This is an optimization exercise on Yosys and OpenROAD, whose aim is small area, not a production implementation.
In this exercise RTL edits were held to simulation tests only and were not proved equivalent to the original.
No activity file was given, so power comes from the tool's default toggle rates.

==> v5 <==
Design qcv_rv32i_core, start of the top module:
module qcv_rv32i_core (
    input  wire        clk_i,
    input  wire        rst_ni,
    input  wire [31:0] hart_id_i,
    input  wire [31:0] boot_addr_i,
    output wire        instr_req_o,
    input  wire        instr_gnt_i,
    input  wire        instr_rvalid_i,
    output wire [31:0] instr_addr_o,
    input  wire [31:0] instr_rdata_i,
    input  wire        instr_err_i,
    output wire        data_req_o,
    input  wire        data_gnt_i,
    input  wire        data_rvalid_i,
    output wire        data_we_o,
    output wire [3:0]  data_be_o,
    output wire [31:0] data_addr_o,
    output wire [31:0] data_wdata_o,
    input  wire [31:0] data_rdata_i,
    input  wire        data_err_i,
    output wire        irq_pending_o,
    output wire        core_busy_o
);
==> flow/config.mk <==
export PLATFORM = sky130hd
export DESIGN_NAME = qcv_rv32i_core
export DESIGN_NICKNAME = qcv_rv32i_core
export VERILOG_FILES = /design/flow/design.v
export SDC_FILE = /design/flow/constraint.sdc
export NUM_CORES = 8
export LEC_CHECK = 0
export CAP_MARGIN = 20
export CORE_MARGIN = 2
export CORE_UTILIZATION = 40
export SLEW_MARGIN = 20
export SYNTH_HIERARCHICAL = 1
export SYNTH_MINIMUM_KEEP_SIZE = 0
==> flow/constraint.sdc <==
create_clock -name core_clock -period 15.0 [get_ports {clk_i}]
set_input_delay 3.0000 -clock core_clock [delete_from_list [all_inputs] [get_ports {clk_i}]]
set_output_delay 3.0000 -clock core_clock [all_outputs]
set_load 0.01 [all_outputs]
standard.sh (not shown) runs the stock make flow with config.mk's settings and CLKGATE_MAP_FILE= SYNTH_SCRIPT=/design/flow/synth_recipe.tcl, a recipe that flattens the netlist after the stock synthesis.
==> flow/flow/run.sh <==
#!/bin/bash
# Own layout flow: the standard ORFS flow (standard.sh) with these changes:
#  - port buffers use the smallest buffer cell
#  - clock tree synthesis builds the tree from clkbuf_8 cells with sink clusters
#    sized to keep flip-flop clock-pin slew well under the limit, and inserts no dummy loads
# Each tool's full output is in orfs/logs/; make's output is in own_flow.log.
set -uo pipefail
W=$(pwd)
F=$W/flow
sed "s|source \$::env(SCRIPTS_DIR)/synth.tcl|source $W/own_synth.tcl|" synth_recipe.tcl > own_synth_recipe.tcl
sed "s|^source \$::env(SCRIPTS_DIR)/synth_preamble.tcl\$|source \$::env(SCRIPTS_DIR)/synth_preamble.tcl\nset abc_args [lreplace \$abc_args 1 1 $F/abc_area.script]\nlappend abc_args -dont_use sky130_fd_sc_hd__clkinv_1 -dont_use sky130_fd_sc_hd__clkinv_2 -dont_use sky130_fd_sc_hd__clkinvlp_2|" \
    "$FLOW_HOME/scripts/synth.tcl" > own_synth.tcl
if ! grep -q "own_synth.tcl" own_synth_recipe.tcl || ! grep -q "abc_area.script" own_synth.tcl; then
    echo "could not patch the synthesis script" > own_flow.log
    exit 1
fi
bash standard.sh \
    "SYNTH_SCRIPT=$W/own_synth_recipe.tcl" \
    "BUFFER_PORTS_ARGS=-buffer_cell sky130_fd_sc_hd__buf_1" \
    "CTS_ARGS=-sink_clustering_enable -repair_clock_nets -dont_use_dummy_load -buf_list sky130_fd_sc_hd__clkbuf_8 -sink_clustering_size 16 -sink_clustering_max_diameter 65" \
    finish > own_flow.log 2>&1
==> flow/flow/abc_area.script <==
strash
ifraig
scorr
dc2
strash
dch -f
amap
topo
==> v35 (differences from v5) <==
--- a/flow/design.v
+++ b/flow/design.v
@@ -33,42 +33,47 @@
 module qcv_alu (
     input  wire [31:0] opa,
     input  wire [31:0] opb,
     input  wire        is_sub,
     input  wire [2:0]  f3,
     input  wire        ins30,
     input  wire        regimm,      
+    input  wire        st,          
+    input  wire [31:0] st_data,
     output wire [31:0] adder,
     output reg  [31:0] res,
-    output wire        eq           
+    output wire        eq,          
+    output wire [31:0] st_aligned   
 );
     wire co;
     qcv_addsub u_add (.a(opa), .b(opb), .sub(is_sub), .y(adder), .co(co));
     wire sltu = ~co;
     wire slt  = (opa[31] ^ opb[31]) ? opa[31] : adder[31];
     wire [31:0] x = opa ^ opb;
     assign eq = ~|x;
-    wire [4:0]  shamt = opb[4:0];
-    wire        sh_left = (f3 == 3'b001);
+    wire [4:0]  shamt = st ? {adder[1:0], 3'b000} : opb[4:0];
+    wire        sh_left = st | (f3 == 3'b001);
     wire        sh_fill = ins30 & opa[31] & ~sh_left;
-    wire [31:0] opa_rev, sh_l;
+    wire [31:0] lsrc = st ? st_data : opa;
+    wire [31:0] lsrc_rev, sh_l;
     genvar gi;
     generate
         for (gi = 0; gi < 32; gi = gi + 1) begin : g_rev
-            assign opa_rev[gi] = opa[31-gi];
+            assign lsrc_rev[gi] = lsrc[31-gi];
         end
     endgenerate
-    wire [31:0] sh_in = sh_left ? opa_rev : opa;
+    wire [31:0] sh_in = sh_left ? lsrc_rev : opa;
     wire [63:0] sh_full = {{32{sh_fill}}, sh_in} >> shamt;
     wire [31:0] sh_r = sh_full[31:0];
     generate
         for (gi = 0; gi < 32; gi = gi + 1) begin : g_rev2
             assign sh_l[gi] = sh_r[31-gi];
         end
     endgenerate
+    assign st_aligned = sh_l;
     always @(*) begin
         res = adder;
         if (regimm) begin
             case (f3)
                 3'b001: res = sh_l;
                 3'b010: res = {31'b0, slt};
                 3'b011: res = {31'b0, sltu};
@@ -361,18 +366,19 @@
     end
     wire op_b_imm = op_lui | op_auipc | op_jal | op_jalr | op_load | op_store | op_imm;
     wire [31:0] opa = rf_rdata_a;
     wire [31:0] opb = op_b_imm ? imm : rf_rdata_b;
     wire alu_regimm = op_imm | op_reg;
     wire is_sub = op_branch | (op_reg & (f3 == 3'b000) & ins[30]) |
                   (alu_regimm & (f3[2:1] == 2'b01));
-    wire [31:0] adder, alu_res;
+    wire [31:0] adder, alu_res, st_aligned;
     wire        ops_eq;
     qcv_alu u_alu (.opa(opa), .opb(opb), .is_sub(is_sub), .f3(f3), .ins30(ins[30]),
-                   .regimm(alu_regimm), .adder(adder), .res(alu_res), .eq(ops_eq));
+                   .regimm(alu_regimm), .st(op_store), .st_data(rf_rdata_b),
+                   .adder(adder), .res(alu_res), .eq(ops_eq), .st_aligned(st_aligned));
     wire br_cond = (f3 == 3'b000) ? ops_eq :
                    (f3 == 3'b001) ? ~ops_eq :
                    (f3 == 3'b101) | (f3 == 3'b111);
     wire take     = (op_branch & br_cond) | jump_dec;
     wire do_flush = id_valid_q & (exc_any | (~do_stall & take));
     wire [11:0] caddr = ins[31:20];
     wire a_mstatus  = (caddr == 12'h300);
@@ -477,20 +483,20 @@
             if (ls_idle) ls_gnt_q <= lsu_req;
             else if (ls_gnt_q & data_gnt_i) begin
                 ls_gnt_q <= 1'b0;
                 ls_rv_q  <= ~ls_we_q;
             end else if (ls_rv_q & data_rvalid_i) ls_rv_q <= 1'b0;
         end
     end
-    wire [31:0] ls_wd_new = rf_rdata_b << {aoff, 3'b000};
+    wire [31:0] ls_wd_new = st_aligned;    
     wire [31:0] ls_wdata_d, ls_addr_d, ls_misc_d;
     qcv_ld32 u_ls_wd (.d(ls_wd_new), .q(ls_wdata_q), .ld(ls_idle), .hold(~ls_idle), .y(ls_wdata_d));
     qcv_ld32 u_ls_ad (.d({2'b00, adder[31:2]}), .q({2'b00, ls_addr_q}), .ld(ls_idle), .hold(~ls_idle), .y(ls_addr_d));
-    qcv_ld32 u_ls_mi (.d({25'b0, op_store, ls_type, ~f3[2], aoff}),
-                      .q({25'b0, ls_we_q, ls_type_q, ls_sign_q, ls_off_q}),
+    qcv_ld32 u_ls_mi (.d({26'b0, op_store, ls_type, ~f3[2], aoff}),
+                      .q({26'b0, ls_we_q, ls_type_q, ls_sign_q, ls_off_q}),
                       .ld(ls_idle), .hold(~ls_idle), .y(ls_misc_d));
     always @(posedge clk_i) begin
         ls_wdata_q <= ls_wdata_d;
         ls_addr_q  <= ls_addr_d[29:0];
         {ls_we_q, ls_type_q, ls_sign_q, ls_off_q} <= ls_misc_d[6:0];
     end
     wire [31:0] rsh = data_rdata_i >> {ls_off_q, 3'b000};
--- a/flow/flow/run.sh
+++ b/flow/flow/run.sh
@@ -1,10 +1,13 @@
 #!/bin/bash
 # Own layout flow: the standard ORFS flow (standard.sh) with these changes:
 #  - port buffers use the smallest buffer cell
+#  - before global placement, cells driving three or more pins are swapped for the
+#    stronger cell of the same function and area (flow/free_upsize.tcl)
+#  - timing-driven global placement keeps its repairs only from overflow 0.3 on
 #  - clock tree synthesis builds the tree from clkbuf_8 cells with sink clusters
 #    sized to keep flip-flop clock-pin slew well under the limit, and inserts no dummy loads
 # Each tool's full output is in orfs/logs/; make's output is in own_flow.log.
 set -uo pipefail
 W=$(pwd)
 F=$W/flow
 sed "s|source \$::env(SCRIPTS_DIR)/synth.tcl|source $W/own_synth.tcl|" synth_recipe.tcl > own_synth_recipe.tcl
@@ -13,9 +16,11 @@
 if ! grep -q "own_synth.tcl" own_synth_recipe.tcl || ! grep -q "abc_area.script" own_synth.tcl; then
     echo "could not patch the synthesis script" > own_flow.log
     exit 1
 fi
 bash standard.sh \
     "SYNTH_SCRIPT=$W/own_synth_recipe.tcl" \
     "BUFFER_PORTS_ARGS=-buffer_cell sky130_fd_sc_hd__buf_1" \
+    "GPL_KEEP_OVERFLOW=0.3" \
+    "PRE_GLOBAL_PLACE_TCL=$F/free_upsize.tcl" \
     "CTS_ARGS=-sink_clustering_enable -repair_clock_nets -dont_use_dummy_load -buf_list sky130_fd_sc_hd__clkbuf_8 -sink_clustering_size 16 -sink_clustering_max_diameter 65" \
     finish > own_flow.log 2>&1
==> flow/flow/free_upsize.tcl (new file) <==
# Before global placement: a cell whose output drives several pins is swapped
# for the stronger variant of the same function that has the same area
# (inv_1 -> inv_2, o21ai_0 -> o21ai_1, ...). Area is unchanged.
set swaps {
  inv_1 inv_2  o21ai_0 o21ai_1  and2_0 and2_1  or2_0 or2_2  or2_1 or2_2
  a31o_1 a31o_2  a21boi_0 a21boi_1  o311ai_0 o311ai_1  mux2_1 mux2_2
  a21bo_1 a21bo_2  o211a_1 o211a_2  o21ba_1 o21ba_2  o221a_1 o221a_2
  or3b_1 or3b_2  or4b_1 or4b_2  and4bb_1 and4bb_2
}
set min_fanout 3
set db [ord::get_db]
set block [ord::get_db_block]
set to {}
foreach {a b} $swaps { dict set to sky130_fd_sc_hd__$a [$db findMaster sky130_fd_sc_hd__$b] }
set n 0
foreach inst [$block getInsts] {
  set m [[$inst getMaster] getName]
  if {![dict exists $to $m]} { continue }
  foreach it [$inst getITerms] {
    if {[$it isOutputSignal]} {
      set net [$it getNet]
      if {$net ne "NULL" && [llength [$net getITerms]] > $min_fanout} {
        $inst swapMaster [dict get $to $m]
        incr n
      }
    }
  }
}
puts "free_upsize: $n cells changed to a stronger cell of the same area"
==> v21 (differences from v5) <==
--- a/flow/design.v
+++ b/flow/design.v
@@ -33,42 +33,47 @@
 module qcv_alu (
     input  wire [31:0] opa,
     input  wire [31:0] opb,
     input  wire        is_sub,
     input  wire [2:0]  f3,
     input  wire        ins30,
     input  wire        regimm,      
+    input  wire        st,          
+    input  wire [31:0] st_data,
     output wire [31:0] adder,
     output reg  [31:0] res,
-    output wire        eq           
+    output wire        eq,          
+    output wire [31:0] st_aligned   
 );
     wire co;
     qcv_addsub u_add (.a(opa), .b(opb), .sub(is_sub), .y(adder), .co(co));
     wire sltu = ~co;
     wire slt  = (opa[31] ^ opb[31]) ? opa[31] : adder[31];
     wire [31:0] x = opa ^ opb;
     assign eq = ~|x;
-    wire [4:0]  shamt = opb[4:0];
-    wire        sh_left = (f3 == 3'b001);
+    wire [4:0]  shamt = st ? {adder[1:0], 3'b000} : opb[4:0];
+    wire        sh_left = st | (f3 == 3'b001);
     wire        sh_fill = ins30 & opa[31] & ~sh_left;
-    wire [31:0] opa_rev, sh_l;
+    wire [31:0] lsrc = st ? st_data : opa;
+    wire [31:0] lsrc_rev, sh_l;
     genvar gi;
     generate
         for (gi = 0; gi < 32; gi = gi + 1) begin : g_rev
-            assign opa_rev[gi] = opa[31-gi];
+            assign lsrc_rev[gi] = lsrc[31-gi];
         end
     endgenerate
-    wire [31:0] sh_in = sh_left ? opa_rev : opa;
+    wire [31:0] sh_in = sh_left ? lsrc_rev : opa;
     wire [63:0] sh_full = {{32{sh_fill}}, sh_in} >> shamt;
     wire [31:0] sh_r = sh_full[31:0];
     generate
         for (gi = 0; gi < 32; gi = gi + 1) begin : g_rev2
             assign sh_l[gi] = sh_r[31-gi];
         end
     endgenerate
+    assign st_aligned = sh_l;
     always @(*) begin
         res = adder;
         if (regimm) begin
             case (f3)
                 3'b001: res = sh_l;
                 3'b010: res = {31'b0, slt};
                 3'b011: res = {31'b0, sltu};
@@ -361,18 +366,19 @@
     end
     wire op_b_imm = op_lui | op_auipc | op_jal | op_jalr | op_load | op_store | op_imm;
     wire [31:0] opa = rf_rdata_a;
     wire [31:0] opb = op_b_imm ? imm : rf_rdata_b;
     wire alu_regimm = op_imm | op_reg;
     wire is_sub = op_branch | (op_reg & (f3 == 3'b000) & ins[30]) |
                   (alu_regimm & (f3[2:1] == 2'b01));
-    wire [31:0] adder, alu_res;
+    wire [31:0] adder, alu_res, st_aligned;
     wire        ops_eq;
     qcv_alu u_alu (.opa(opa), .opb(opb), .is_sub(is_sub), .f3(f3), .ins30(ins[30]),
-                   .regimm(alu_regimm), .adder(adder), .res(alu_res), .eq(ops_eq));
+                   .regimm(alu_regimm), .st(op_store), .st_data(rf_rdata_b),
+                   .adder(adder), .res(alu_res), .eq(ops_eq), .st_aligned(st_aligned));
     wire br_cond = (f3 == 3'b000) ? ops_eq :
                    (f3 == 3'b001) ? ~ops_eq :
                    (f3 == 3'b101) | (f3 == 3'b111);
     wire take     = (op_branch & br_cond) | jump_dec;
     wire do_flush = id_valid_q & (exc_any | (~do_stall & take));
     wire [11:0] caddr = ins[31:20];
     wire a_mstatus  = (caddr == 12'h300);
@@ -477,20 +483,20 @@
             if (ls_idle) ls_gnt_q <= lsu_req;
             else if (ls_gnt_q & data_gnt_i) begin
                 ls_gnt_q <= 1'b0;
                 ls_rv_q  <= ~ls_we_q;
             end else if (ls_rv_q & data_rvalid_i) ls_rv_q <= 1'b0;
         end
     end
-    wire [31:0] ls_wd_new = rf_rdata_b << {aoff, 3'b000};
+    wire [31:0] ls_wd_new = st_aligned;    
     wire [31:0] ls_wdata_d, ls_addr_d, ls_misc_d;
     qcv_ld32 u_ls_wd (.d(ls_wd_new), .q(ls_wdata_q), .ld(ls_idle), .hold(~ls_idle), .y(ls_wdata_d));
     qcv_ld32 u_ls_ad (.d({2'b00, adder[31:2]}), .q({2'b00, ls_addr_q}), .ld(ls_idle), .hold(~ls_idle), .y(ls_addr_d));
-    qcv_ld32 u_ls_mi (.d({25'b0, op_store, ls_type, ~f3[2], aoff}),
-                      .q({25'b0, ls_we_q, ls_type_q, ls_sign_q, ls_off_q}),
+    qcv_ld32 u_ls_mi (.d({26'b0, op_store, ls_type, ~f3[2], aoff}),
+                      .q({26'b0, ls_we_q, ls_type_q, ls_sign_q, ls_off_q}),
                       .ld(ls_idle), .hold(~ls_idle), .y(ls_misc_d));
     always @(posedge clk_i) begin
         ls_wdata_q <= ls_wdata_d;
         ls_addr_q  <= ls_addr_d[29:0];
         {ls_we_q, ls_type_q, ls_sign_q, ls_off_q} <= ls_misc_d[6:0];
     end
     wire [31:0] rsh = data_rdata_i >> {ls_off_q, 3'b000};
--- a/flow/flow/run.sh
+++ b/flow/flow/run.sh
@@ -1,10 +1,11 @@
 #!/bin/bash
 # Own layout flow: the standard ORFS flow (standard.sh) with these changes:
 #  - port buffers use the smallest buffer cell
+#  - timing-driven global placement keeps its repairs only from overflow 0.3 on
 #  - clock tree synthesis builds the tree from clkbuf_8 cells with sink clusters
 #    sized to keep flip-flop clock-pin slew well under the limit, and inserts no dummy loads
 # Each tool's full output is in orfs/logs/; make's output is in own_flow.log.
 set -uo pipefail
 W=$(pwd)
 F=$W/flow
 sed "s|source \$::env(SCRIPTS_DIR)/synth.tcl|source $W/own_synth.tcl|" synth_recipe.tcl > own_synth_recipe.tcl
@@ -13,9 +14,10 @@
 if ! grep -q "own_synth.tcl" own_synth_recipe.tcl || ! grep -q "abc_area.script" own_synth.tcl; then
     echo "could not patch the synthesis script" > own_flow.log
     exit 1
 fi
 bash standard.sh \
     "SYNTH_SCRIPT=$W/own_synth_recipe.tcl" \
     "BUFFER_PORTS_ARGS=-buffer_cell sky130_fd_sc_hd__buf_1" \
+    "GPL_KEEP_OVERFLOW=0.3" \
     "CTS_ARGS=-sink_clustering_enable -repair_clock_nets -dont_use_dummy_load -buf_list sky130_fd_sc_hd__clkbuf_8 -sink_clustering_size 16 -sink_clustering_max_diameter 65" \
     finish > own_flow.log 2>&1
==> comparison <==
The highest first-iteration DRC count belongs to v21, the lowest to v35.
Of v21 and v5, v5 has the higher critical path depth (gap 3).
In clock power, v35 and v21 hardly differ.
In sequential power, v21 and v35 hardly differ.
Worst setup slack: v5 < v35 < v21.
Synthesized area is about the same in v35 and v5.
==> figures <==
	v5	v35	v21
Inserted Clock Buffers	121	133	131
Fraction of layout instances using a drive strength above 1	7.110%	9.422%	7.626%
Buffers & Inverters on Critical Path	4	5	6
Length in cells of the worst reg-to-reg path	39	35	36
Initial Utilization	40.16%	40.15%	40.15%
Number of global-route vias before repair	64230	62960	63630
Fin worst setup slack	1.198 ns	1.269 ns	1.305 ns
DRC marker count from the first detailed-route iteration	15110	14710	15470
Post-route insts no fill	9407	9248	9338
Layout clock buffers	121	133	131
Internal power	6.131 mW	6.263 mW	6.258 mW
Run status	no timing/DRC/antenna violations	no timing/DRC/antenna violations	no timing/DRC/antenna violations
Insertion delay to the later sink of the worst-skew pair	0.98 ns	0.97 ns	1.01 ns
M1 GR Usage	46.28%	47.10%	46.89%

-- separate check: timing with driven ports --
The results above use ideal ports. As a check the final layouts listed here were re-extracted and re-timed, cells and wires unchanged.
Step 1 sets driving cells, clkbuf_16 on the clock port and buf_2 on the other inputs (assumed; they add their load-dependent delay and slew).
Step 2, shift: input delay + t, output delay - t, t = (earliest + latest rising clock arrival at the registers) / 2. This alone moves slack from input paths to output paths.
Three values: ideal ports, drivers, drivers and shift; two values: the first two.
run | shift t [ns] | setup WS [ns] | hold WS [ns]
v5 | 0.986 | 1.198 / 1.198 / 1.198 | 0.395 / 0.395 / 0.395
v35 | 1.003 | 1.269 / 1.269 / 1.269 | 0.451 / 0.451 / 0.451
v21 | 1.035 | 1.305 / 1.305 / 1.305 | 0.441 / 0.441 / 0.441
After both steps every run listed still meets setup and hold.
